Background: an optimization exercise with open tools, aiming at small area and a short achievable clock period. Do not read the settings as production practice. In this exercise RTL edits were held to simulation tests only and were not proved equivalent to the original. The flow treats the clock pin as an ideal source. Dropping or thinning the clock tree relies on that and would not hold on a real chip. Power and IR drop assume default switching activity.

==> v12: inputs <==
==> flow/design.v <==
module sorter_top (clk, keys, sorted, guard);
    input         clk;
    input  [63:0] keys;
    output [63:0] sorted;
    output        guard;
    reg  [63:0] kin;
    reg  [63:0] sorted;
    reg         guard;
    wire [63:0] v;
    wire        g;
    Sorter u_sorter (.clk(clk), .rst_n(1'b1), .guard(g), .value(v), .reg_0(kin));
    always @(posedge clk) begin
        kin    <= keys;
        sorted <= v;
        guard  <= g;
    end
endmodule

module Sorter (clk, rst_n, guard, value, reg_0);
input clk;
input rst_n;
output guard;
output [63:0] value;
input [63:0] reg_0;
assign guard = 1'b1;
function [14:0] therm;
  input [3:0] k;
  integer t;
  begin
    for (t = 0; t < 15; t = t + 1) therm[t] = (k > t);
  end
endfunction
function [3:0] bin;
  input [14:0] g;
  begin
    bin[3] = g[7];
    bin[2] = g[11] | (g[3] & ~g[7]);
    bin[1] = g[13] | (g[9] & ~g[11]) | (g[5] & ~g[7]) | (g[1] & ~g[3]);
    bin[0] = g[14] | (g[12] & ~g[13]) | (g[10] & ~g[11]) | (g[8] & ~g[9]) | (g[6] & ~g[7]) | (g[4] & ~g[5]) | (g[2] & ~g[3]) | (g[0] & ~g[1]);
  end
endfunction
wire [14:0] s0_0 = therm(reg_0[3:0]);
wire [14:0] s0_1 = therm(reg_0[7:4]);
wire [14:0] s0_2 = therm(reg_0[11:8]);
wire [14:0] s0_3 = therm(reg_0[15:12]);
wire [14:0] s0_4 = therm(reg_0[19:16]);
wire [14:0] s0_5 = therm(reg_0[23:20]);
wire [14:0] s0_6 = therm(reg_0[27:24]);
wire [14:0] s0_7 = therm(reg_0[31:28]);
wire [14:0] s0_8 = therm(reg_0[35:32]);
wire [14:0] s0_9 = therm(reg_0[39:36]);
wire [14:0] s0_10 = therm(reg_0[43:40]);
wire [14:0] s0_11 = therm(reg_0[47:44]);
wire [14:0] s0_12 = therm(reg_0[51:48]);
wire [14:0] s0_13 = therm(reg_0[55:52]);
wire [14:0] s0_14 = therm(reg_0[59:56]);
wire [14:0] s0_15 = therm(reg_0[63:60]);
wire [14:0] s1_0 = s0_0 & s0_13;
wire [14:0] s1_13 = s0_0 | s0_13;
wire [14:0] s1_1 = s0_1 & s0_12;
wire [14:0] s1_12 = s0_1 | s0_12;
wire [14:0] s1_2 = s0_2 & s0_15;
wire [14:0] s1_15 = s0_2 | s0_15;
wire [14:0] s1_3 = s0_3 & s0_14;
wire [14:0] s1_14 = s0_3 | s0_14;
wire [14:0] s1_4 = s0_4 & s0_8;
wire [14:0] s1_8 = s0_4 | s0_8;
wire [14:0] s1_5 = s0_5 & s0_6;
wire [14:0] s1_6 = s0_5 | s0_6;
wire [14:0] s1_7 = s0_7 & s0_11;
wire [14:0] s1_11 = s0_7 | s0_11;
wire [14:0] s1_9 = s0_9 & s0_10;
wire [14:0] s1_10 = s0_9 | s0_10;
wire [14:0] s2_0 = s1_0 & s1_5;
wire [14:0] s2_5 = s1_0 | s1_5;
wire [14:0] s2_1 = s1_1 & s1_7;
wire [14:0] s2_7 = s1_1 | s1_7;
wire [14:0] s2_2 = s1_2 & s1_9;
wire [14:0] s2_9 = s1_2 | s1_9;
wire [14:0] s2_3 = s1_3 & s1_4;
wire [14:0] s2_4 = s1_3 | s1_4;
wire [14:0] s2_6 = s1_6 & s1_13;
wire [14:0] s2_13 = s1_6 | s1_13;
wire [14:0] s2_8 = s1_8 & s1_14;
wire [14:0] s2_14 = s1_8 | s1_14;
wire [14:0] s2_10 = s1_10 & s1_15;
wire [14:0] s2_15 = s1_10 | s1_15;
wire [14:0] s2_11 = s1_11 & s1_12;
wire [14:0] s2_12 = s1_11 | s1_12;
wire [14:0] s3_0 = s2_0 & s2_1;
wire [14:0] s3_1 = s2_0 | s2_1;
wire [14:0] s3_2 = s2_2 & s2_3;
wire [14:0] s3_3 = s2_2 | s2_3;
wire [14:0] s3_4 = s2_4 & s2_5;
wire [14:0] s3_5 = s2_4 | s2_5;
wire [14:0] s3_6 = s2_6 & s2_8;
wire [14:0] s3_8 = s2_6 | s2_8;
wire [14:0] s3_7 = s2_7 & s2_9;
wire [14:0] s3_9 = s2_7 | s2_9;
wire [14:0] s3_10 = s2_10 & s2_11;
wire [14:0] s3_11 = s2_10 | s2_11;
wire [14:0] s3_12 = s2_12 & s2_13;
wire [14:0] s3_13 = s2_12 | s2_13;
wire [14:0] s3_14 = s2_14 & s2_15;
wire [14:0] s3_15 = s2_14 | s2_15;
wire [14:0] s4_0 = s3_0 & s3_2;
wire [14:0] s4_2 = s3_0 | s3_2;
wire [14:0] s4_1 = s3_1 & s3_3;
wire [14:0] s4_3 = s3_1 | s3_3;
wire [14:0] s4_4 = s3_4 & s3_10;
wire [14:0] s4_10 = s3_4 | s3_10;
wire [14:0] s4_5 = s3_5 & s3_11;
wire [14:0] s4_11 = s3_5 | s3_11;
wire [14:0] s4_6 = s3_6 & s3_7;
wire [14:0] s4_7 = s3_6 | s3_7;
wire [14:0] s4_8 = s3_8 & s3_9;
wire [14:0] s4_9 = s3_8 | s3_9;
wire [14:0] s4_12 = s3_12 & s3_14;
wire [14:0] s4_14 = s3_12 | s3_14;
wire [14:0] s4_13 = s3_13 & s3_15;
wire [14:0] s4_15 = s3_13 | s3_15;
wire [14:0] s5_1 = s4_1 & s4_2;
wire [14:0] s5_2 = s4_1 | s4_2;
wire [14:0] s5_3 = s4_3 & s4_12;
wire [14:0] s5_12 = s4_3 | s4_12;
wire [14:0] s5_4 = s4_4 & s4_6;
wire [14:0] s5_6 = s4_4 | s4_6;
wire [14:0] s5_5 = s4_5 & s4_7;
wire [14:0] s5_7 = s4_5 | s4_7;
wire [14:0] s5_8 = s4_8 & s4_10;
wire [14:0] s5_10 = s4_8 | s4_10;
wire [14:0] s5_9 = s4_9 & s4_11;
wire [14:0] s5_11 = s4_9 | s4_11;
wire [14:0] s5_13 = s4_13 & s4_14;
wire [14:0] s5_14 = s4_13 | s4_14;
wire [14:0] s6_1 = s5_1 & s5_4;
wire [14:0] s6_4 = s5_1 | s5_4;
wire [14:0] s6_2 = s5_2 & s5_6;
wire [14:0] s6_6 = s5_2 | s5_6;
wire [14:0] s6_5 = s5_5 & s5_8;
wire [14:0] s6_8 = s5_5 | s5_8;
wire [14:0] s6_7 = s5_7 & s5_10;
wire [14:0] s6_10 = s5_7 | s5_10;
wire [14:0] s6_9 = s5_9 & s5_13;
wire [14:0] s6_13 = s5_9 | s5_13;
wire [14:0] s6_11 = s5_11 & s5_14;
wire [14:0] s6_14 = s5_11 | s5_14;
wire [14:0] s7_2 = s6_2 & s6_4;
wire [14:0] s7_4 = s6_2 | s6_4;
wire [14:0] s7_3 = s5_3 & s6_6;
wire [14:0] s7_6 = s5_3 | s6_6;
wire [14:0] s7_9 = s6_9 & s5_12;
wire [14:0] s7_12 = s6_9 | s5_12;
wire [14:0] s7_11 = s6_11 & s6_13;
wire [14:0] s7_13 = s6_11 | s6_13;
wire [14:0] s8_3 = s7_3 & s6_5;
wire [14:0] s8_5 = s7_3 | s6_5;
wire [14:0] s8_6 = s7_6 & s6_8;
wire [14:0] s8_8 = s7_6 | s6_8;
wire [14:0] s8_7 = s6_7 & s7_9;
wire [14:0] s8_9 = s6_7 | s7_9;
wire [14:0] s8_10 = s6_10 & s7_12;
wire [14:0] s8_12 = s6_10 | s7_12;
wire [14:0] s9_3 = s8_3 & s7_4;
wire [14:0] s9_4 = s8_3 | s7_4;
wire [14:0] s9_5 = s8_5 & s8_6;
wire [14:0] s9_6 = s8_5 | s8_6;
wire [14:0] s9_7 = s8_7 & s8_8;
wire [14:0] s9_8 = s8_7 | s8_8;
wire [14:0] s9_9 = s8_9 & s8_10;
wire [14:0] s9_10 = s8_9 | s8_10;
wire [14:0] s9_11 = s7_11 & s8_12;
wire [14:0] s9_12 = s7_11 | s8_12;
wire [14:0] s10_6 = s9_6 & s9_7;
wire [14:0] s10_7 = s9_6 | s9_7;
wire [14:0] s10_8 = s9_8 & s9_9;
wire [14:0] s10_9 = s9_8 | s9_9;
assign value[63:60] = bin(s4_0);
assign value[59:56] = bin(s6_1);
assign value[55:52] = bin(s7_2);
assign value[51:48] = bin(s9_3);
assign value[47:44] = bin(s9_4);
assign value[43:40] = bin(s9_5);
assign value[39:36] = bin(s10_6);
assign value[35:32] = bin(s10_7);
assign value[31:28] = bin(s10_8);
assign value[27:24] = bin(s10_9);
assign value[23:20] = bin(s9_10);
assign value[19:16] = bin(s9_11);
assign value[15:12] = bin(s9_12);
assign value[11:8] = bin(s7_13);
assign value[7:4] = bin(s6_14);
assign value[3:0] = bin(s4_15);
endmodule
==> flow/flow/run.sh <==
#!/bin/bash
# Own layout flow: the standard ORFS flow (standard.sh), except that
#  - synthesis maps the logic with an area-oriented ABC script (flow/area.abc);
#  - ports are buffered with buf_1;
#  - the clock tree is one level of four clkbuf_16 (flow/own_cts.tcl) instead of TritonCTS.
set -euo pipefail
W=$(pwd)
F=$W/flow
cat > $W/own_synth.tcl <<TCL
proc abc {args} {
  set i [lsearch -exact \$args -script]
  if {\$i >= 0} { lset args [expr {\$i + 1}] $F/area.abc }
  yosys abc {*}\$args
}
source $W/synth_recipe.tcl
TCL
bash standard.sh SYNTH_SCRIPT=$W/own_synth.tcl synth > $W/own_synth.log 2>&1
bash standard.sh "BUFFER_PORTS_ARGS=-buffer_cell sky130_fd_sc_hd__buf_1" "PRE_CTS_TCL=$F/own_cts.tcl" > $W/own_layout.log 2>&1
==> flow/flow/area.abc <==
strash
&get -n
&fraig -x
&put
scorr
dc2
dretime
strash
&get -n
&dch -f
&nf
&put
==> flow/flow/own_cts.tcl <==
# Sourced by ORFS's cts.tcl (PRE_CTS_TCL). Replaces TritonCTS with a one-level clock tree:
# the clock port drives four clkbuf_16, each driving a quarter of the flip-flops, grouped
# by location so that the four groups have equal loads and short wires.
proc own_clock_tree {nb} {
  set db [ord::get_db]
  set block [ord::get_db_block]
  set clknet [$block findNet clk]
  set master [$db findMaster sky130_fd_sc_hd__clkbuf_16]
  set sinks {}
  foreach it [$clknet getITerms] {
    set inst [$it getInst]
    set loc [$inst getLocation]
    lappend sinks [list $it [lindex $loc 0] [lindex $loc 1]]
  }
  # split by x into halves, then each half by y into nb/2 groups
  set sinks [lsort -integer -index 1 $sinks]
  set n [llength $sinks]
  set half [expr {$n / 2}]
  set groups {}
  foreach part [list [lrange $sinks 0 [expr {$half - 1}]] [lrange $sinks $half end]] {
    set part [lsort -integer -index 2 $part]
    set m [llength $part]
    set k [expr {$nb / 2}]
    for {set g 0} {$g < $k} {incr g} {
      lappend groups [lrange $part [expr {$g * $m / $k}] [expr {($g + 1) * $m / $k - 1}]]
    }
  }
  set i 0
  foreach grp $groups {
    set sx 0; set sy 0
    foreach s $grp { incr sx [lindex $s 1]; incr sy [lindex $s 2] }
    set cx [expr {$sx / [llength $grp]}]; set cy [expr {$sy / [llength $grp]}]
    set buf [odb::dbInst_create $block $master clkbuf_own_$i]
    set net [odb::dbNet_create $block clknet_own_$i]
    $net setSigType CLOCK
    [$buf findITerm A] connect $clknet
    [$buf findITerm X] connect $net
    foreach s $grp { set it [lindex $s 0]; $it disconnect; $it connect $net }
    $buf setLocation $cx $cy
    $buf setPlacementStatus PLACED
    incr i
  }
}

proc clock_tree_synthesis {args} {
  own_clock_tree 4
  set_propagated_clock [all_clocks]
}
==> flow/standard.sh <==
#!/bin/bash
# synth_recipe.tcl (not shown) runs the flow's synth.tcl, then flattens the netlist and writes it again
# the make line also repeats each setting of config.mk as NAME=value (left out here)
make -C /OpenROAD-flow-scripts/flow DESIGN_CONFIG=/design/flow/config.mk WORK_HOME=/design/flow/orfs CLKGATE_MAP_FILE= SYNTH_SCRIPT=/design/flow/synth_recipe.tcl "${@:-finish}"
==> flow/config.mk <==
export PLATFORM = sky130hd
export DESIGN_NAME = sorter_top
export DESIGN_NICKNAME = sorter_top
export VERILOG_FILES = /design/flow/design.v
export SDC_FILE = /design/flow/constraint.sdc
export NUM_CORES = 4
export LEC_CHECK = 0
export CAP_MARGIN = 20
export CORE_MARGIN = 2
export CORE_UTILIZATION = 40
export SLEW_MARGIN = 20
==> flow/constraint.sdc <==
create_clock -name core_clock -period 18.0 [get_ports {clk}]
set_input_delay 3.6000 -clock core_clock [delete_from_list [all_inputs] [get_ports {clk}]]
set_output_delay 3.6000 -clock core_clock [all_outputs]
set_load 0.01 [all_outputs]
==> inputs of v4, as changes to v12 <==
==> flow/run.sh (new file) <==
#!/bin/bash
# synth_recipe.tcl (not shown) runs the flow's synth.tcl, then flattens the netlist and writes it again
# the make line also repeats each setting of config.mk as NAME=value (left out here)
make -C /OpenROAD-flow-scripts/flow DESIGN_CONFIG=/design/flow/config.mk WORK_HOME=/design/flow/orfs CLKGATE_MAP_FILE= SYNTH_SCRIPT=/design/flow/synth_recipe.tcl finish
removed: flow/flow/run.sh
removed: flow/flow/area.abc
removed: flow/flow/own_cts.tcl
removed: flow/standard.sh
==> inputs of v17, as changes to v12 <==
==> flow/flow/run.sh (replaced) <==
#!/bin/bash
# Own layout flow: the standard ORFS flow (standard.sh), except that
#  - synthesis maps the logic with an area-oriented ABC script (flow/area.abc);
#  - ports are buffered with buf_1;
#  - the clock tree is two levels (4 clkbuf_16, then 8 clkbuf_16) (flow/own_cts.tcl) instead of TritonCTS.
set -euo pipefail
W=$(pwd)
F=$W/flow
cat > $W/own_synth.tcl <<TCL
proc abc {args} {
  set i [lsearch -exact \$args -script]
  if {\$i >= 0} { lset args [expr {\$i + 1}] $F/area.abc }
  yosys abc {*}\$args
}
source $W/synth_recipe.tcl
TCL
bash standard.sh SYNTH_SCRIPT=$W/own_synth.tcl synth > $W/own_synth.log 2>&1
bash standard.sh "BUFFER_PORTS_ARGS=-buffer_cell sky130_fd_sc_hd__buf_1" "PRE_CTS_TCL=$F/own_cts.tcl" SETUP_SLACK_MARGIN=13.9 > $W/own_layout.log 2>&1
==> flow/flow/own_cts.tcl (replaced) <==
# Sourced by ORFS's cts.tcl (PRE_CTS_TCL). Replaces TritonCTS with a balanced two-level clock
# tree: the clock port drives four clkbuf_16, each of which drives two more clkbuf_16, each of which
# drives one eighth of the flip-flops (16), grouped by location.

# Split items {obj x y} into n groups of equal size: halves by x, then each half by y.
proc own_split {items n} {
  set items [lsort -integer -index 1 $items]
  set m [llength $items]
  set h [expr {$m / 2}]
  set k [expr {$n / 2}]
  set groups {}
  foreach part [list [lrange $items 0 [expr {$h - 1}]] [lrange $items $h end]] {
    set part [lsort -integer -index 2 $part]
    set p [llength $part]
    for {set g 0} {$g < $k} {incr g} {
      lappend groups [lrange $part [expr {$g * $p / $k}] [expr {($g + 1) * $p / $k - 1}]]
    }
  }
  return $groups
}

proc own_centroid {grp} {
  set sx 0; set sy 0
  foreach s $grp { incr sx [lindex $s 1]; incr sy [lindex $s 2] }
  return [list [expr {$sx / [llength $grp]}] [expr {$sy / [llength $grp]}]]
}

# Create a buffer of master at (x, y) driving a new net; its input joins net in.
proc own_buffer {name master in x y} {
  set block [ord::get_db_block]
  set buf [odb::dbInst_create $block $master $name]
  set net [odb::dbNet_create $block net_$name]
  $net setSigType CLOCK
  [$buf findITerm A] connect $in
  [$buf findITerm X] connect $net
  $buf setLocation $x $y
  $buf setPlacementStatus PLACED
  return $net
}

proc own_clock_tree {} {
  set db [ord::get_db]
  set block [ord::get_db_block]
  set clknet [$block findNet clk]
  set leafm [$db findMaster sky130_fd_sc_hd__clkbuf_16]
  set rootm [$db findMaster sky130_fd_sc_hd__clkbuf_16]
  set sinks {}
  foreach it [$clknet getITerms] {
    set loc [[$it getInst] getLocation]
    lappend sinks [list $it [lindex $loc 0] [lindex $loc 1]]
  }
  # Eight leaf groups: x halves, each cut into four by y; consecutive pairs share a root.
  set leaves [own_split $sinks 8]
  for {set r 0} {$r < 4} {incr r} {
    set pair [lrange $leaves [expr {2 * $r}] [expr {2 * $r + 1}]]
    set c0 [own_centroid [lindex $pair 0]]
    set c1 [own_centroid [lindex $pair 1]]
    set rx [expr {([lindex $c0 0] + [lindex $c1 0]) / 2}]
    set ry [expr {([lindex $c0 1] + [lindex $c1 1]) / 2}]
    set rnet [own_buffer clkroot_own_$r $rootm $clknet $rx $ry]
    foreach grp $pair c [list $c0 $c1] l {0 1} {
      set lnet [own_buffer clkleaf_own_${r}_$l $leafm $rnet [lindex $c 0] [lindex $c 1]]
      foreach s $grp { set it [lindex $s 0]; $it disconnect; $it connect $lnet }
    }
  }
}

proc clock_tree_synthesis {args} {
  own_clock_tree
  set_propagated_clock [all_clocks]
}
CORE_UTILIZATION = 50   (was 40)
==> run notes <==
Run status: v12 finished clean; v4 finished clean; v17 finished clean
Leakage: v12 3.62 nW; v4 5.55 nW; v17 3.84 nW
Total number of vias: v12 16846; v4 20977; v17 16838
Number of global-route vias before repair: v12 14158; v4 18406; v17 14195
Clock-pin slew on the worst setup and hold paths: v12 0.12 ns; v4 0.07 ns; v17 0.08 ns
Detailed-route wire length on metal 1: v12 25100 um; v4 32100 um; v17 21700 um
Fraction of met1 tracks used by global routing: v12 56.1%; v4 53.8%; v17 62.3%
Vias per Instance: v12 7.87; v4 7.81; v17 8.27
Most instantiated library cell after synthesis: v12 sky130_fd_sc_hd__nand4_1; v4 sky130_fd_sc_hd__nor2_1; v17 sky130_fd_sc_hd__nand4_1
Power dissipated in sequential cells: v12 0.361 mW; v4 0.347 mW; v17 0.373 mW
Biggest consumer: v12 registers; v4 combinational cells; v17 registers
Final antenna diode count: v12 5; v4 5; v17 0
Relative slew slack: v12 21.6%; v4 16.9%; v17 26.9%
Mean area per synthesized cell: v12 7.08 sq um; v4 6.95 sq um; v17 7.08 sq um
The clock cells of v12 and v17 come from the design's own scripts or RTL, not from TritonCTS.

afterwards: timing with drivers on the ports:
No port has a modelled driver above. Below, the same layouts with a new extraction and two added sets of constraints. Step 1, drivers: a clkbuf_16 drives clk and a buf_2 each remaining input, both assumed. Step 2 also shifts input and output timing later by t, the mid clock arrival at the registers, as if the neighbouring blocks saw the same clock. a / b / c = ideal / step 1 / step 2; a / b = the first two.
| run | shift t [ns] | slack for setup (ns) | latest minus earliest clock arrival (ns) | worst data-port slew with drivers (ns) |
|---|---|---|---|---|
| v12 | 0.302 | 13.474 / 13.474 / 13.474 | 0.022 / 0.023 | 0.04 |
| v4 | 0.515 | 13.082 / 13.026 / 13.197 | 0.024 / 0.024 | 0.06 |
| v17 | 0.390 | 13.666 / 13.550 / 13.697 | 0.038 / 0.038 | 0.04 |
After both steps setup and hold are still met in every run listed.
